Background: an optimization exercise with open tools, aiming at small area, a short achievable clock period and few clock cycles per item. Do not read the settings as production practice. Power is estimated from default activity; no workload was simulated.

==> v34 <==
==> flow/design.v <==
module regfile
	(input logic clk, reset, we3,
	input logic [4:0] ra1, ra2, wa3,
	input logic [63:0] wd3,
	output logic [63:0] rd1, rd2);
	logic [30:0][63:0] REGS;
	logic [30:0] written;
	always_ff @(posedge clk, posedge reset)
		if (reset) written <= '0;
		else if (we3 && wa3 != 5'd31) written[wa3] <= 1'b1;
	always_ff @(posedge clk)
		for (int i = 0; i < 31; i++)
			if (we3 && wa3 == i) REGS[i] <= wd3;
	logic [31:0][63:0] rv;
	logic [31:0] wv;
	logic [63:0] r1, r2;
	logic w1, w2;
	assign rv = {64'b0, REGS};
	assign wv = {1'b0, written};
	assign r1 = rv[ra1];
	assign r2 = rv[ra2];
	assign w1 = wv[ra1];
	assign w2 = wv[ra2];
	assign rd1 = w1 ? r1 : {59'b0, ra1 & {5{ra1 != 5'd31}}};
	assign rd2 = w2 ? r2 : {59'b0, ra2 & {5{ra2 != 5'd31}}};
endmodule
module processor_arm
	#(parameter N = 64)
	(input logic CLOCK_50, reset,
	output logic [N-1:0] IM_addr,
	input logic [31:0] IM_readData,
	output logic [N-1:0] DM_writeData, DM_addr,
	output logic DM_writeEnable, DM_readEnable,
	input logic [N-1:0] DM_readData);
	logic clk;
	assign clk = CLOCK_50;
	logic [63:0] pc;                     
	logic [31:0] instr_D;                
	logic [63:0] tgt_D;                  
	logic [63:0] A_E, B_E, S_E;          
	logic cin_E;
	logic [1:0] op_E;                    
	logic we_E, ld_E, st_E;
	logic [4:0] rd_E;
	logic [63:0] res_M, S_M;             
	logic we_M, ld_M, st_M;
	logic [4:0] rd_M;
	logic stall, redirect_D;
	logic f_uncond;
	logic [63:0] f_target;
	assign IM_addr = pc;
	assign f_uncond = (IM_readData[31:24] == 8'hB4) && (IM_readData[4:0] == 5'd31);
	assign f_target = pc + {{43{IM_readData[23]}}, IM_readData[23:5], 2'b00};
	always_ff @(posedge clk, posedge reset)
		if (reset) begin
			pc <= '0;
			instr_D <= '0;
		end else if (redirect_D) begin
			pc <= tgt_D;
			instr_D <= '0;
		end else if (!stall) begin
			if (f_uncond) begin
				pc <= f_target;
				instr_D <= '0;
			end else begin
				pc <= pc + 64'd4;
				instr_D <= IM_readData;
			end
		end
	always_ff @(posedge clk)
		if (!stall) tgt_D <= f_target;
	logic [10:0] op;
	logic isR, isSUB, isAND, isORR, isLD, isST, isCBZ, isMOVZ;
	logic [4:0] rn, rm, rt, p2;
	logic [63:0] wd_M;
	logic [63:0] rf1, rf2, res_E;
	logic zero_E;
	assign op = instr_D[31:21];
	assign isAND = (op == 11'b10001010000);
	assign isORR = (op == 11'b10101010000);
	assign isSUB = (op == 11'b11001011000);
	assign isR = (op == 11'b10001011000) | isSUB | isAND | isORR;
	assign isLD = (op == 11'b11111000010);
	assign isST = (op == 11'b11111000000);
	assign isCBZ = (instr_D[31:24] == 8'b10110100);
	assign isMOVZ = (instr_D[31:23] == 9'b110100101);
	assign rt = instr_D[4:0];
	assign rn = instr_D[9:5];
	assign rm = instr_D[20:16];
	assign p2 = instr_D[28] ? rt : rm;
	regfile registers (.clk(clk), .reset(reset), .we3(we_M), .ra1(rn), .ra2(p2), .wa3(rd_M),
		.wd3(wd_M), .rd1(rf1), .rd2(rf2));
	logic e1, e2, m1, m2;
	assign e1 = we_E && (rd_E == rn);
	assign e2 = we_E && (rd_E == p2);
	assign m1 = we_M && (rd_M == rn);
	assign m2 = we_M && (rd_M == p2);
	logic use1, use2;
	assign use1 = isR | isLD | isST;
	assign use2 = isR | isST | isCBZ;
	assign stall = (ld_E && ((use1 && e1) || (use2 && e2))) || (isCBZ && ld_M && m2);
	logic [63:0] v1, v2;
	assign v1 = e1 ? res_E : m1 ? wd_M : rf1;
	assign v2 = e2 ? res_E : m2 ? wd_M : rf2;
	logic rt_zero;
	assign rt_zero = e2 ? zero_E : m2 ? (res_M == 64'b0) : (rf2 == 64'b0);
	assign redirect_D = isCBZ && !stall && rt_zero;
	logic [63:0] imm;
	always_comb
		if (isMOVZ) imm = {48'b0, instr_D[20:5]} << {instr_D[22:21], 4'b0};
		else imm = {{55{instr_D[20]}}, instr_D[20:12]};
	always_ff @(posedge clk) begin
		A_E <= isMOVZ ? 64'b0 : v1;
		B_E <= isR ? (isSUB ? ~v2 : v2) : imm;
		S_E <= v2;
		cin_E <= isSUB;
		op_E <= {isORR, isAND};
		rd_E <= instr_D[4:0];
	end
	always_ff @(posedge clk, posedge reset)
		if (reset) begin
			we_E <= 1'b0;
			ld_E <= 1'b0;
			st_E <= 1'b0;
		end else begin
			we_E <= !stall && (isR || isLD || isMOVZ) && (instr_D[4:0] != 5'd31);
			ld_E <= !stall && isLD;
			st_E <= !stall && isST;
		end
	always_comb
		case (op_E)
			2'b01: res_E = A_E & B_E;
			2'b10: res_E = A_E | B_E;
			default: res_E = A_E + B_E + {63'b0, cin_E};
		endcase
	always_comb
		case (op_E)
			2'b01: zero_E = ((A_E & B_E) == 64'b0);
			2'b10: zero_E = ((A_E | B_E) == 64'b0);
			default: zero_E = ((A_E ^ B_E) == {A_E[62:0] | B_E[62:0], cin_E});
		endcase
	always_ff @(posedge clk) begin
		res_M <= res_E;
		S_M <= S_E;
		rd_M <= rd_E;
	end
	always_ff @(posedge clk, posedge reset)
		if (reset) begin
			we_M <= 1'b0;
			ld_M <= 1'b0;
			st_M <= 1'b0;
		end else begin
			we_M <= we_E;
			ld_M <= ld_E;
			st_M <= st_E;
		end
	assign DM_addr = res_M;
	assign DM_writeData = S_M;
	assign DM_writeEnable = st_M;
	assign DM_readEnable = ld_M;
	assign wd_M = ld_M ? DM_readData : res_M;
endmodule
==> flow/run.sh <==
#!/bin/bash
# synth_recipe.tcl (not shown) runs the flow's synth.tcl, then flattens the netlist and writes it again
# the make line also repeats each setting of config.mk as NAME=value (left out here)
make -C /OpenROAD-flow-scripts/flow DESIGN_CONFIG=/design/flow/config.mk WORK_HOME=/design/flow/orfs CLKGATE_MAP_FILE= SYNTH_SCRIPT=/design/flow/synth_recipe.tcl finish
==> flow/config.mk <==
export PLATFORM = sky130hd
export DESIGN_NAME = processor_arm
export DESIGN_NICKNAME = processor_arm
export VERILOG_FILES = /design/flow/design.v
export SDC_FILE = /design/flow/constraint.sdc
export NUM_CORES = 8
export LEC_CHECK = 0
export CAP_MARGIN = 20
export CORE_MARGIN = 2
export CORE_UTILIZATION = 40
export SETUP_SLACK_MARGIN = 0.5
export SLEW_MARGIN = 20
==> flow/constraint.sdc <==
create_clock -name core_clock -period 8.5 [get_ports {CLOCK_50}]
set_input_delay 1.7000 -clock core_clock [delete_from_list [all_inputs] [get_ports {CLOCK_50}]]
set_output_delay 1.7000 -clock core_clock [all_outputs]
set_load 0.01 [all_outputs]
==> inputs of v27, as changes to v34 <==
==> flow/design.v, changed modules only <==
module regfile
	(input logic clk, reset, we3,
	input logic [30:0] sel1,
	input logic [31:0] sel2,             
	input logic [4:0] wa3,
	input logic [63:0] wd3,
	output logic [63:0] rd1, rd2,
	output logic zero2);
	logic [30:0][63:0] REGS;
	logic [30:0] written, zf;
	logic wzero;
	assign wzero = (wd3 == 64'b0);
	always_ff @(posedge clk, posedge reset)
		if (reset) written <= '0;
		else if (we3 && wa3 != 5'd31) written[wa3] <= 1'b1;
	always_ff @(posedge clk)
		for (int i = 0; i < 31; i++)
			if (we3 && wa3 == i) begin
				REGS[i] <= wd3;
				zf[i] <= wzero;
			end
	always_comb begin
		rd1 = '0;
		rd2 = '0;
		zero2 = sel2[31];
		for (int i = 0; i < 31; i++) begin
			rd1 = rd1 | ({64{sel1[i] & written[i]}} & REGS[i])
			          | ({64{sel1[i] & ~written[i]}} & 64'(i));
			rd2 = rd2 | ({64{sel2[i] & written[i]}} & REGS[i])
			          | ({64{sel2[i] & ~written[i]}} & 64'(i));
			zero2 = zero2 | (sel2[i] & (written[i] ? zf[i] : (i == 0)));
		end
	end
endmodule
module processor_arm
	#(parameter N = 64)
	(input logic CLOCK_50, reset,
	output logic [N-1:0] IM_addr,
	input logic [31:0] IM_readData,
	output logic [N-1:0] DM_writeData, DM_addr,
	output logic DM_writeEnable, DM_readEnable,
	input logic [N-1:0] DM_readData);
	logic clk;
	assign clk = CLOCK_50;
	logic [7:0] lo;                      
	logic [53:0] hb;                     
	logic [11:0] hv;                     
	logic hc;
	logic [31:0] instr_D;                
	logic [7:0] tlo_D;                   
	logic tc_D;                          
	logic [63:0] A_E, B_E, S_E;          
	logic sub_E;                         
	logic [1:0] op_E;                    
	logic we_E, ld_E, st_E;
	logic [4:0] rd_E;
	logic [63:0] res_M, S_M;             
	logic we_M, ld_M, st_M;
	logic [4:0] rd_M;
	logic stall, redirect_D;
	logic [53:0] hi;
	assign hi = hb + {{42{hv[11]}}, hv} + {53'b0, hc};
	assign IM_addr = {hb, lo, 2'b00};
	logic f_uncond;
	logic [8:0] f_tlo;                   
	assign f_uncond = (IM_readData[31:24] == 8'hB4) && (IM_readData[4:0] == 5'd31);
	assign f_tlo = {1'b0, lo} + {1'b0, IM_readData[12:5]};
	logic [4:0] f_p2;
	logic [30:0] sel1_F, sel1_D;
	logic [31:0] sel2_F, sel2_D;
	logic f_movz;
	assign f_movz = (IM_readData[31:23] == 9'b110100101);
	assign f_p2 = IM_readData[28] ? IM_readData[4:0] : IM_readData[20:16];
	always_comb
		for (int i = 0; i < 32; i++) begin
			if (i < 31) sel1_F[i] = (IM_readData[9:5] == i) && !f_movz;
			sel2_F[i] = (f_p2 == i);
		end
	always_ff @(posedge clk, posedge reset)
		if (reset) begin
			lo <= '0;
			hb <= '0;
			hv <= '0;
			hc <= 1'b0;
			instr_D <= '0;
		end else begin
			if (redirect_D) begin
				lo <= tlo_D;
				hv <= {instr_D[23], instr_D[23:13]};
				hc <= tc_D;
				instr_D <= '0;
			end else if (!stall) begin
				hb <= hi;
				instr_D <= IM_readData;
				if (f_uncond) begin
					lo <= f_tlo[7:0];
					hv <= {IM_readData[23], IM_readData[23:13]};
					hc <= f_tlo[8];
				end else begin
					lo <= lo + 8'd1;
					hv <= '0;
					hc <= (lo == 8'hFF);
				end
			end
		end
	always_ff @(posedge clk)
		if (!stall) begin
			tlo_D <= f_tlo[7:0];
			tc_D <= f_tlo[8];
			sel1_D <= sel1_F;
			sel2_D <= sel2_F;
		end
	logic [10:0] op;
	logic isR, isSUB, isAND, isORR, isLD, isST, isCBZ, isMOVZ;
	logic [4:0] rn, rm, rt, p2;
	logic [63:0] wd_M;
	logic [63:0] rf1, rf2, res_E;
	logic zero_E;
	assign op = instr_D[31:21];
	assign isAND = (op == 11'b10001010000);
	assign isORR = (op == 11'b10101010000);
	assign isSUB = (op == 11'b11001011000);
	assign isR = (op == 11'b10001011000) | isSUB | isAND | isORR;
	assign isLD = (op == 11'b11111000010);
	assign isST = (op == 11'b11111000000);
	assign isCBZ = (instr_D[31:24] == 8'b10110100) && (instr_D[4:0] != 5'd31);
	assign isMOVZ = (instr_D[31:23] == 9'b110100101);
	assign rt = instr_D[4:0];
	assign rn = instr_D[9:5];
	assign rm = instr_D[20:16];
	assign p2 = instr_D[28] ? rt : rm;
	logic rf_zero2;
	regfile registers (.clk(clk), .reset(reset), .we3(we_M), .sel1(sel1_D), .sel2(sel2_D), .wa3(rd_M),
		.wd3(wd_M), .rd1(rf1), .rd2(rf2), .zero2(rf_zero2));
	logic e1, e2, m1, m2;
	logic d_we;
	assign d_we = (isR || isLD || isMOVZ) && (instr_D[4:0] != 5'd31);
	always_ff @(posedge clk, posedge reset)
		if (reset) begin
			e1 <= 1'b0;
			e2 <= 1'b0;
			m1 <= 1'b0;
			m2 <= 1'b0;
		end else if (stall) begin
			e1 <= 1'b0;
			e2 <= 1'b0;
			m1 <= we_E && (rd_E == rn) && !isMOVZ;
			m2 <= we_E && (rd_E == p2);
		end else begin
			e1 <= d_we && (instr_D[4:0] == IM_readData[9:5]) && !f_movz;
			e2 <= d_we && (instr_D[4:0] == f_p2);
			m1 <= we_E && (rd_E == IM_readData[9:5]) && !f_movz;
			m2 <= we_E && (rd_E == f_p2);
		end
	logic use1, use2;
	assign use1 = isR | isLD | isST;
	assign use2 = isR | isST | isCBZ;
	assign stall = (ld_E && ((use1 && e1) || (use2 && e2))) || (isCBZ && ld_M && m2);
	logic [63:0] o1, o2;
	assign o1 = m1 ? wd_M : rf1;
	assign o2 = m2 ? wd_M : rf2;
	logic rt_zero;
	assign rt_zero = e2 ? zero_E : m2 ? (res_M == 64'b0) : rf_zero2;
	assign redirect_D = isCBZ && !stall && rt_zero;
	logic [63:0] imm;
	always_comb
		if (isMOVZ) imm = {48'b0, instr_D[20:5]} << {instr_D[22:21], 4'b0};
		else imm = {{55{instr_D[20]}}, instr_D[20:12]};
	logic [63:0] resA_E;
	always_ff @(posedge clk) begin
		A_E <= e1 ? resA_E : (isSUB ? ~o1 : o1);
		B_E <= (e2 && isR) ? res_E : (isR ? o2 : imm);
		S_E <= e2 ? res_E : o2;
		sub_E <= isSUB;
		op_E <= {isORR, isAND};
		rd_E <= instr_D[4:0];
	end
	always_ff @(posedge clk, posedge reset)
		if (reset) begin
			we_E <= 1'b0;
			ld_E <= 1'b0;
			st_E <= 1'b0;
		end else begin
			we_E <= !stall && d_we;
			ld_E <= !stall && isLD;
			st_E <= !stall && isST;
		end
	logic [63:0] sum_E;
	logic subA;
	assign sum_E = A_E + B_E;
	assign subA = sub_E ^ isSUB;
	always_comb
		case (op_E)
			2'b01: begin res_E = A_E & B_E; resA_E = (A_E & B_E) ^ {64{isSUB}}; end
			2'b10: begin res_E = A_E | B_E; resA_E = (A_E | B_E) ^ {64{isSUB}}; end
			default: begin res_E = sum_E ^ {64{sub_E}}; resA_E = sum_E ^ {64{subA}}; end
		endcase
	always_comb
		case (op_E)
			2'b01: zero_E = ((A_E & B_E) == 64'b0);
			2'b10: zero_E = ((A_E | B_E) == 64'b0);
			default: zero_E = sub_E ? ((A_E ^ B_E) == '1) : ((A_E ^ B_E) == {A_E[62:0] | B_E[62:0], 1'b0});
		endcase
	always_ff @(posedge clk) begin
		res_M <= res_E;
		S_M <= S_E;
		rd_M <= rd_E;
	end
	always_ff @(posedge clk, posedge reset)
		if (reset) begin
			we_M <= 1'b0;
			ld_M <= 1'b0;
			st_M <= 1'b0;
		end else begin
			we_M <= we_E;
			ld_M <= ld_E;
			st_M <= st_E;
		end
	assign DM_addr = res_M;
	assign DM_writeData = S_M;
	assign DM_writeEnable = st_M;
	assign DM_readEnable = ld_M;
	assign wd_M = ld_M ? DM_readData : res_M;
endmodule
--- a/flow/config.mk
+++ b/flow/config.mk
@@ -10,3 +10,4 @@
 export CORE_UTILIZATION = 40
-export SETUP_SLACK_MARGIN = 0.5
+export CTS_CLUSTER_SIZE = 30
+export SETUP_SLACK_MARGIN = 5.0
 export SLEW_MARGIN = 20
==> PnR_summary.wiki <==
{| class="wikitable"
! Metric !! Value
|-
| Outcome || finished clean
|-
| Critical path depth in cells || 15
|-
| Count of mapped cells out of synthesis || 10.7k
|-
| Combinational cell fraction of total power || 14.4%
|-
| Worst vdd rail ir drop || 0.155 mV
|-
| Ant diodes || 43
|-
| Seq cells || 2,514
|}
(the above is from v34)
==> PnR_summary.wiki <==
{| class="wikitable"
! Metric !! Value
|-
| Critical path depth in cells || 10
|-
| Outcome || finished clean
|-
| Seq cells || 2,567
|-
| Ant diodes || 49
|}
(the above is from v27)
Function was not checked in any run of this note: the RTL went through the layout flow alone.

-- afterwards: timing with drivers on the ports --
The flow's constraints put no driver on any port. The routed layouts listed below were extracted and timed again, unchanged, in two steps. Step 1: set_driving_cell puts a clkbuf_16 on CLOCK_50 and a buf_2 on each other input, an assumption about the parent block. Step 2 times the ports against the registers' clock, not the clock port: input delays grow and output delays shrink by t, the midpoint of the rising clock arrivals with the driver on. Slacks: ideal / step 1 / step 2; pairs: ideal / step 1.
run | t, ns | setup WS [ns] | slew at the worst register clock pin (ns) | worst slew at a driven data input, ns | pins driven straight from the clock port
v34 | 1.050 | 1.194 / 1.194 / 1.194 | 0.07 / 0.07 | 0.16 | 1
v27 | 0.980 | 4.514 / 4.514 / 4.021 | 0.08 / 0.08 | 0.13 | 1
After both steps setup and hold are still met in every run listed. For v27, which loses most, drivers alone change the setup slack by 0.000 ns; drivers and shift together by -0.493 ns.
